Context: an optimization exercise on an open-source flow, tuned for small area. The choices shown serve that exercise and are no tape-out recipe. Only simulation tests tie the RTL to the original design; equivalence was not proved. No activity file was given, so power comes from the tool's default toggle rates.

## flow/design.v

```verilog
module debounce(
    input  wire clk,        
    input  wire btn_in,     
    output reg  btn_out     
);
    reg [15:0] shift_reg;
    always @(posedge clk) begin
        shift_reg <= {shift_reg[14:0], btn_in};
        if(shift_reg == 16'hFFFF)
            btn_out <= 1;
        else if(shift_reg == 16'h0000)
            btn_out <= 0;
    end
endmodule
module clock_divider(
    input  wire clk_100MHz,  
    input  wire reset,       
    output reg clk_2Hz,      
    output reg clk_1Hz,      
    output reg clk_fast,     
    output reg clk_blink     
);
    localparam DIV_2HZ   = 2500;
    localparam DIV_1HZ   = 5000;
    localparam DIV_FAST  = 25;
    localparam DIV_BLINK = 3125;
    reg [11:0] counter_2Hz;
    reg [12:0] counter_1Hz;
    reg [4:0]  counter_fast;
    reg [11:0] counter_blink;
    always @(posedge clk_100MHz) begin
      if (reset) begin
        counter_2Hz <= 12'd0;
        clk_2Hz <= 1'b0;
      end else begin
        if (counter_2Hz >= DIV_2HZ - 1) begin
          counter_2Hz <= 12'd0;
          clk_2Hz <= ~clk_2Hz;  
        end else begin
          counter_2Hz <= counter_2Hz + 1;
        end
      end
    end
    always @(posedge clk_100MHz) begin
      if (reset) begin
        counter_1Hz <= 13'd0;
        clk_1Hz <= 1'b0;
      end else begin
        if (counter_1Hz >= DIV_1HZ - 1) begin
          counter_1Hz <= 13'd0;
          clk_1Hz <= ~clk_1Hz;
        end else begin
          counter_1Hz <= counter_1Hz + 1;
        end
      end
    end
    always @(posedge clk_100MHz) begin
      if (reset) begin
        counter_fast <= 5'd0;
        clk_fast <= 1'b0;
      end else begin
        if (counter_fast >= DIV_FAST - 1) begin
          counter_fast <= 5'd0;
          clk_fast <= ~clk_fast;
        end else begin
          counter_fast <= counter_fast + 1;
        end
      end
    end
    always @(posedge clk_100MHz) begin
      if (reset) begin
        counter_blink <= 12'd0;
        clk_blink <= 1'b0;
      end else begin
        if (counter_blink >= DIV_BLINK - 1) begin
          counter_blink <= 12'd0;
          clk_blink <= ~clk_blink;
        end else begin
          counter_blink <= counter_blink + 1;
        end
      end
    end
endmodule
module decade_counter (
    input wire clk,        
    input wire reset,      
    input wire en,         
    output reg [3:0] count,  
    output wire carry      
);
  assign carry = en && (count == 4'd9);
  always @(posedge clk) begin
    if (reset) begin
      count <= 4'd0;
    end else if (en) begin
      if (count == 4'd9) begin
        count <= 4'd0;
      end else begin
        count <= count + 1;
      end
    end
  end
endmodule
module mod6_counter (
    input  wire clk,        
    input  wire reset,      
    input  wire en,         
    output reg [3:0] count,  
    output wire carry       
);
  assign carry = en && (count == 4'd5);
  always @(posedge clk) begin
    if (reset) begin
      count <= 4'd0;
    end else if (en) begin
      if (count == 4'd5) begin
        count <= 4'd0;
      end else begin
        count <= count + 1;
      end
    end
  end
endmodule
module seconds_counter(
    input  wire clk,            
    input  wire reset,          
    input  wire tick,           
    input  wire pause,          
    output wire [3:0] sec_ones,  
    output wire [3:0] sec_tens,  
    output reg  minute_enable   
);
  wire en = tick & ~pause;
  wire ones_carry, tens_carry;
  decade_counter ones_counter (
    .clk   (clk),
    .reset (reset),
    .en    (en),
    .count (sec_ones),
    .carry (ones_carry)
  );
  mod6_counter tens_counter (
    .clk   (clk),
    .reset (reset),
    .en    (ones_carry),
    .count (sec_tens),
    .carry (tens_carry)
  );
  always @(posedge clk) begin
    if (reset)
      minute_enable <= 1'b0;
    else if (tick)
      minute_enable <= tens_carry;
  end
endmodule
module minutes_counter(
    input  wire clk,          
    input  wire reset,        
    input  wire tick,         
    input  wire pause,        
    output wire [3:0] min_ones,  
    output wire [3:0] min_tens   
);
  wire en = tick & ~pause;
  wire ones_carry;
  decade_counter ones_counter (
    .clk(clk),
    .reset(reset),
    .en(en),
    .count(min_ones),
    .carry(ones_carry)
  );
  mod6_counter tens_counter (
    .clk(clk),
    .reset(reset),
    .en(ones_carry),
    .count(min_tens),
    .carry()   
  );
endmodule
module sev_segment(
    input  wire clk,           
    input  wire reset,         
    input  wire tick,          
    input  wire clk_blink,     
    input  wire adjust,        
    input  wire sel,           
    input  wire [15:0] digits,  
    output reg [6:0] seg,      
    output reg [3:0] an        
);
  reg [1:0] digit_sel;
  always @(posedge clk) begin
      if (reset)
          digit_sel <= 2'd0;
      else if (tick)
          digit_sel <= digit_sel + 1;
  end
  reg [3:0] digit;
  always @(*) begin
      case (digit_sel)
          2'd0: digit = digits[15:12];   
          2'd1: digit = digits[11:8];    
          2'd2: digit = digits[7:4];     
          2'd3: digit = digits[3:0];     
          default: digit = 4'd0;
      endcase
  end
  reg blink;
  always @(*) begin
      if (adjust) begin
          if ((sel && (digit_sel == 2 || digit_sel == 3)) ||
              (~sel && (digit_sel == 0 || digit_sel == 1)))
              blink = ~clk_blink;   
          else
              blink = 1'b1;
      end else begin
          blink = 1'b1;
      end
  end
  reg [6:0] seg_temp;
  always @(*) begin
      case (digit)
          4'd0: seg_temp = 7'b1000000;
          4'd1: seg_temp = 7'b1111001;
          4'd2: seg_temp = 7'b0100100;
          4'd3: seg_temp = 7'b0110000;
          4'd4: seg_temp = 7'b0011001;
          4'd5: seg_temp = 7'b0010010;
          4'd6: seg_temp = 7'b0000010;
          4'd7: seg_temp = 7'b1111000;
          4'd8: seg_temp = 7'b0000000;
          4'd9: seg_temp = 7'b0010000;
          default: seg_temp = 7'b1111111;  
      endcase
  end
  always @(*) begin
      if (blink)
          seg = seg_temp;
      else
          seg = 7'b1111111;
  end
  always @(*) begin
      case (digit_sel)
          2'd0: an = 4'b0111;
          2'd1: an = 4'b1011;
          2'd2: an = 4'b1101;
          2'd3: an = 4'b1110;
          default: an = 4'b1111;
      endcase
  end
endmodule
module stopwatch(
    input  wire clk_100MHz,   
    input  wire btn_reset,    
    input  wire btn_pause,    
    input  wire sw_adj,       
    input  wire sw_sel,       
    output wire [6:0] seg,    
    output wire [3:0] an      
);
  wire reset_debounced, pause_debounced;
  debounce db_reset(
      .clk(clk_100MHz),
      .btn_in(btn_reset),
      .btn_out(reset_debounced)
  );
  debounce db_pause(
      .clk(clk_100MHz),
      .btn_in(btn_pause),
      .btn_out(pause_debounced)
  );
  wire adjust_debounced, select_debounced;
  debounce db_asjust(
    .clk(clk_100MHz),
    .btn_in(sw_adj),
    .btn_out(adjust_debounced)
  );
  debounce db_select(
    .clk(clk_100MHz),
    .btn_in(sw_sel),
    .btn_out(select_debounced)
  );
  wire clk_2Hz, clk_1Hz, clk_fast, clk_blink;
  clock_divider clk_div_inst (
      .clk_100MHz(clk_100MHz),
      .reset(reset_debounced),
      .clk_2Hz(clk_2Hz),
      .clk_1Hz(clk_1Hz),
      .clk_fast(clk_fast),
      .clk_blink(clk_blink)
  );
  wire sec_clk, min_clk, minute_enable;
  assign sec_clk = (adjust_debounced && select_debounced) ? clk_2Hz : clk_1Hz;
  assign min_clk = (adjust_debounced && ~select_debounced) ? clk_2Hz : minute_enable;
  reg sec_clk_q, min_clk_q, fast_clk_q;
  always @(posedge clk_100MHz) begin
      sec_clk_q  <= sec_clk;
      min_clk_q  <= min_clk;
      fast_clk_q <= clk_fast;
  end
  wire sec_tick  = sec_clk  & ~sec_clk_q;
  wire min_tick  = min_clk  & ~min_clk_q;
  wire fast_tick = clk_fast & ~fast_clk_q;
  wire sec_pause, min_pause;
  assign sec_pause = adjust_debounced ? (~select_debounced) : pause_debounced;
  assign min_pause = adjust_debounced ? ( select_debounced) : pause_debounced;
  wire [3:0] sec_ones, sec_tens;
  seconds_counter sec_counter_inst (
      .clk(clk_100MHz),
      .reset(reset_debounced),
      .tick(sec_tick),
      .pause(sec_pause),
      .sec_ones(sec_ones),
      .sec_tens(sec_tens),
      .minute_enable(minute_enable)
  );
  wire [3:0] min_ones, min_tens;
  minutes_counter min_counter_inst (
      .clk(clk_100MHz),
      .reset(reset_debounced),
      .tick(min_tick),
      .pause(min_pause),
      .min_ones(min_ones),
      .min_tens(min_tens)
  );
  wire [15:0] digits;
  assign digits = {min_tens, min_ones, sec_tens, sec_ones};
  sev_segment display_inst (
      .clk(clk_100MHz),
      .reset(reset_debounced),
      .tick(fast_tick),
      .clk_blink(clk_blink),
      .adjust(adjust_debounced),
      .sel(select_debounced),
      .digits(digits),
      .seg(seg),
      .an(an)
  );
endmodule
```

## flow/run.sh

```bash
#!/bin/bash
# synth_recipe.tcl (not shown) runs the flow's synth.tcl, then flattens the netlist and writes it again
# the make line also repeats each setting of config.mk as NAME=value (left out here)
make -C /OpenROAD-flow-scripts/flow DESIGN_CONFIG=/design/flow/config.mk WORK_HOME=/design/flow/orfs CLKGATE_MAP_FILE= SYNTH_SCRIPT=/design/flow/synth_recipe.tcl finish
```

## flow/config.mk

```make
export PLATFORM = sky130hd
export DESIGN_NAME = stopwatch
export DESIGN_NICKNAME = stopwatch
export VERILOG_FILES = /design/flow/design.v
export SDC_FILE = /design/flow/constraint.sdc
export NUM_CORES = 4
export LEC_CHECK = 0
export CAP_MARGIN = 20
export CORE_MARGIN = 2
export CORE_UTILIZATION = 40
export PLACE_DENSITY = 0.6
export SLEW_MARGIN = 20
```

## flow/constraint.sdc

```tcl
create_clock -name core_clock -period 10.0 [get_ports {clk_100MHz}]
set_input_delay 2.0000 -clock core_clock [delete_from_list [all_inputs] [get_ports {clk_100MHz}]]
set_output_delay 2.0000 -clock core_clock [all_outputs]
set_load 0.01 [all_outputs]
```

==> results.sh <==
export IMPL_slew_headroom_pct=36.1
export IMPL_dieArea_sq_um=13400
export IMPL_ys_flop_type="dfxtp_1"
export IMPL_grt_usage_pct=14.6
export IMPL_synth_mux_area_fraction_pct=1.33
export IMPL_synth_edf_count=0
export IMPL_cp_max_fo=9
export IMPL_synthCells=502
export IMPL_crit_type="reg -> out"
export IMPL_synth_compound_area_share_pct=9.53
export IMPL_synth_avg_cell_area_sq_um=9.93
export IMPL_rsz0062_at_grt="no"
export IMPL_regToRegSetupSlack_ns=8.00
export IMPL_start_util_pct=41.2
export IMPL_cp_end_kind="primary output"
export IMPL_core_area_sq_um=12100
export IMPL_hp_class="reg -> reg"
export IMPL_crit_arrival_ns=3.13
export IMPL_synth_top_family_by_area="simple AND/OR/NAND/NOR gates"
export IMPL_yosys_area_share_adder_pct=3.26
export IMPL_port_buffers=15
export IMPL_synth_top_area_share_pct=54.6
export IMPL_place_gp_congestion=0.801
export IMPL_power_w=0.00119
export IMPL_drtAntennaViolNets=0
export IMPL_fin_nets=544
export IMPL_fmax_mhz=195
export IMPL_synth_area_sq_um=4990
export IMPL_ys_types=54
export IMPL_detail_route_first_pass_iterations=6
export IMPL_cts_root_buf="clkbuf_16"
export IMPL_path_clk_slew_ns=0.06
export IMPL_synthMostInstantiatedCell="dfxtp_1"
export IMPL_finalCritPeriodShare_pct=51.3
export IMPL_ys_ff_latch=136
export IMPL_cp_start_kind="register"
export IMPL_status="complete, no violations"
export IMPL_tns_ns=0
export IMPL_antenna_found_initial=0
export IMPL_antenna_cells=0
export IMPL_crit_slowest_cell="or4b_4"
export IMPL_synthSimpleGateAreaFrac_pct=21.4
export IMPL_pre_cts_slack_ns=5.37
export IMPL_hpwl_mm=6.02
export IMPL_post_synth_top_area_cell="dfxtp_1"
export IMPL_worstPathCellList="inv_1 -> ha_1 -> a222oi_1 -> mux2i_1 -> or4b_4 -> nand3_1 -> clkdlybuf4s50_1"
export IMPL_p_leak_nw=2.05
export IMPL_critPathRequiredTime_ns=8.00
export IMPL_setup_violations=0
export IMPL_clkPwrFrac_pct=52.3
export IMPL_cts_tree="yes"
export IMPL_dieWidth_um=116
export IMPL_routed_wl_mm=8.85
export IMPL_die_h_um=116
export IMPL_tightest_slew_ns=0.957
export IMPL_synthArstFlopShare_pct=0
export IMPL_power_density_nw_per_um2=202
export IMPL_cts_buffer_depth=2
export IMPL_synthTopCellsByArea="dfxtp_1 55%, nor2_1 4.1%, xnor2_1 3.5%, xor2_1 3.5%, ha_1 3.3%"
export IMPL_hold_buffers=0
export IMPL_setup_ws_ns=4.87
export IMPL_overflow=0
export IMPL_num_vias=3583
export IMPL_vias_per_cell=5.07
export IMPL_cap_viol_max_count=0
export IMPL_switching_share_pct=21.7
export IMPL_h_tree_depth=4
export IMPL_cts_setup_buffers=0
export IMPL_ys_top_cells_by_count="136 x dfxtp_1, 55 x nor2_1, 25 x nand4_1"
export IMPL_pwr_share_seq_pct=47.4
export IMPL_io_pins=16
export IMPL_yosysSeqAreaShare_pct=54.6
export IMPL_clock_latency_ns=0.42
export IMPL_drc_errors=0
export IMPL_rows=40
export IMPL_final_max_slew_violation_count=0
export IMPL_power_switching_w=0.000259
export IMPL_drtIter0Drc=186
export IMPL_finalCriticalPeriod_ns=5.13
export IMPL_intPower_w=0.000935
export IMPL_p_comb_share_pct=0.3
export IMPL_layout_drive_gt1_share_pct=7.61
export IMPL_ys_warn_count=7
export IMPL_synth_fp_nets=520
export IMPL_finalHoldViolations=0
export IMPL_cts_resized=0
export IMPL_cts_sinks=136
export IMPL_slowest_delay_ns=0.59
export IMPL_synth_xor_area_share_pct=7.02
export IMPL_wire_per_inst_um=12.5
export IMPL_grt_pass1_vias=3423
export IMPL_cts_buffers=17
export IMPL_ir_drop_uv=139
export IMPL_clock_skew_ns=0.00677
export IMPL_area_growth_pct=18.3
export IMPL_grt_max_degree=42
export IMPL_grt_pass1_wl_mm=15.5
## critical path: cells and delay by family (launching register included)
kind / cells / cell delay [ns]
AND/OR/NAND/NOR: 2 / 0.69
buffers and inverters: 2 / 0.64
flip-flops: 1 / 0.40
AO/OA/AOI/OAI: 1 / 0.39
multiplexers: 1 / 0.32
adder cells (fa/ha/maj): 1 / 0.27
## layer usage
| layer | GRT usage [%] | share of wire, % | wire (um) | vias to the layer above |
|---|---|---|---|---|
| met5 | 0 | 0 | 0 | - |
| met4 | 5.95 | 1.5 | 134 | 0 |
| met3 | 4.71 | 3.7 | 331 | 14 |
| met2 | 22.6 | 45 | 3990 | 51 |
| met1 | 18.9 | 50 | 4380 | 1665 |
| li1 | - | - | - | 1853 |
## power groups by stage
stage               clock, W  sequential, W  combinational (W)
finish              0.000624       0.000566         0.00000414
global route        0.000663       0.000567         0.00000469
CTS                 0.000636       0.000566         0.00000422
detailed placement         0       0.000577         0.00000422
global placement           0       0.000577         0.00000430
floorplan                  0       0.000575         0.00000227
## cell families (layout without fill, tap and decap cells)
group,Yosys count,count (layout)
DFF,136,136
and+or+nand+nor,200,200
xor gates and xnor gates,40,40
AOI/OAI and AO/OA,72,72
muxes,6,6
adders and majority gates,13,13
buffers and inverters,35,72
## per-stage QoR
stage	area, sq um	std cells	utilization [%]	hold slack, ns
3_3_place_gp	5300	675	43.8	0.356
5_1_grt	5900	707	48.7	0.370
3_5_place_dp	5300	675	43.8	0.357
2_1_floorplan	4990	502	-	0.350
6_report	5900	707	48.7	0.359
4_1_cts	5900	707	48.7	0.363
## cells in the final DEF (no fill, tap or decap), types with 20 or more instances in the layout
master / count
dfxtp_1: 136
nor2_1: 55
nand4_1: 25
nand2_1: 24
inv_1: 23
xnor2_1: 20
xor2_1: 20
nor4_1: 20
## path summary, 6_finish.rpt
check | start | to | cells after the start
setup / recovery | display_inst.digit_sel[0] | seg[3] | 7
hold / removal | db_select.shift_reg[6] | db_select.shift_reg[7] | 0
setup reg to reg | clk_div_inst.counter_2Hz[0] | clk_div_inst.clk_2Hz | 5
hold reg to reg | db_select.shift_reg[6] | db_select.shift_reg[7] | 0
## final cells by class
cell class | count | area, sq um
Fill cell | 1169 | 6210
Sequential cell | 136 | 2720
Multi-Input combinational cell | 331 | 2120
Clock buffer | 19 | 433
Tap cell | 168 | 210
Clock inverter | 13 | 161
Timing Repair Buffer | 16 | 158
Inverter | 24 | 90.1

-- what the ideal ports hide --
The results above use ideal ports. As a check the final layout listed here was re-extracted and re-timed, cells and wires unchanged. Step 1 (the two cells are an assumption about what drives the block):
set clk [get_ports {clk_100MHz}]
set_driving_cell -lib_cell sky130_fd_sc_hd__clkbuf_16 $clk
set_driving_cell -lib_cell sky130_fd_sc_hd__buf_2 [delete_from_list [all_inputs] $clk]
Step 2 moves the port delays by t, midway between the first and last clock arrival at a register: inputs arrive t later, outputs are due t later. That takes back most of the time a late clock gives input paths. Three values: ideal ports, drivers, drivers and shift; two values: the first two.
t (ns): 0.452
setup WS [ns]: 4.874 / 4.835 / 5.287
hold WS [ns]: 0.359 / 0.359 / 0.359
worst setup path after step 2: register to output
worst slew at a driven data input, ns: 0.04
After both steps setup and hold are still met in this run. The setup slack of this run moves by -0.039 ns with the drivers and by +0.413 ns with both steps.
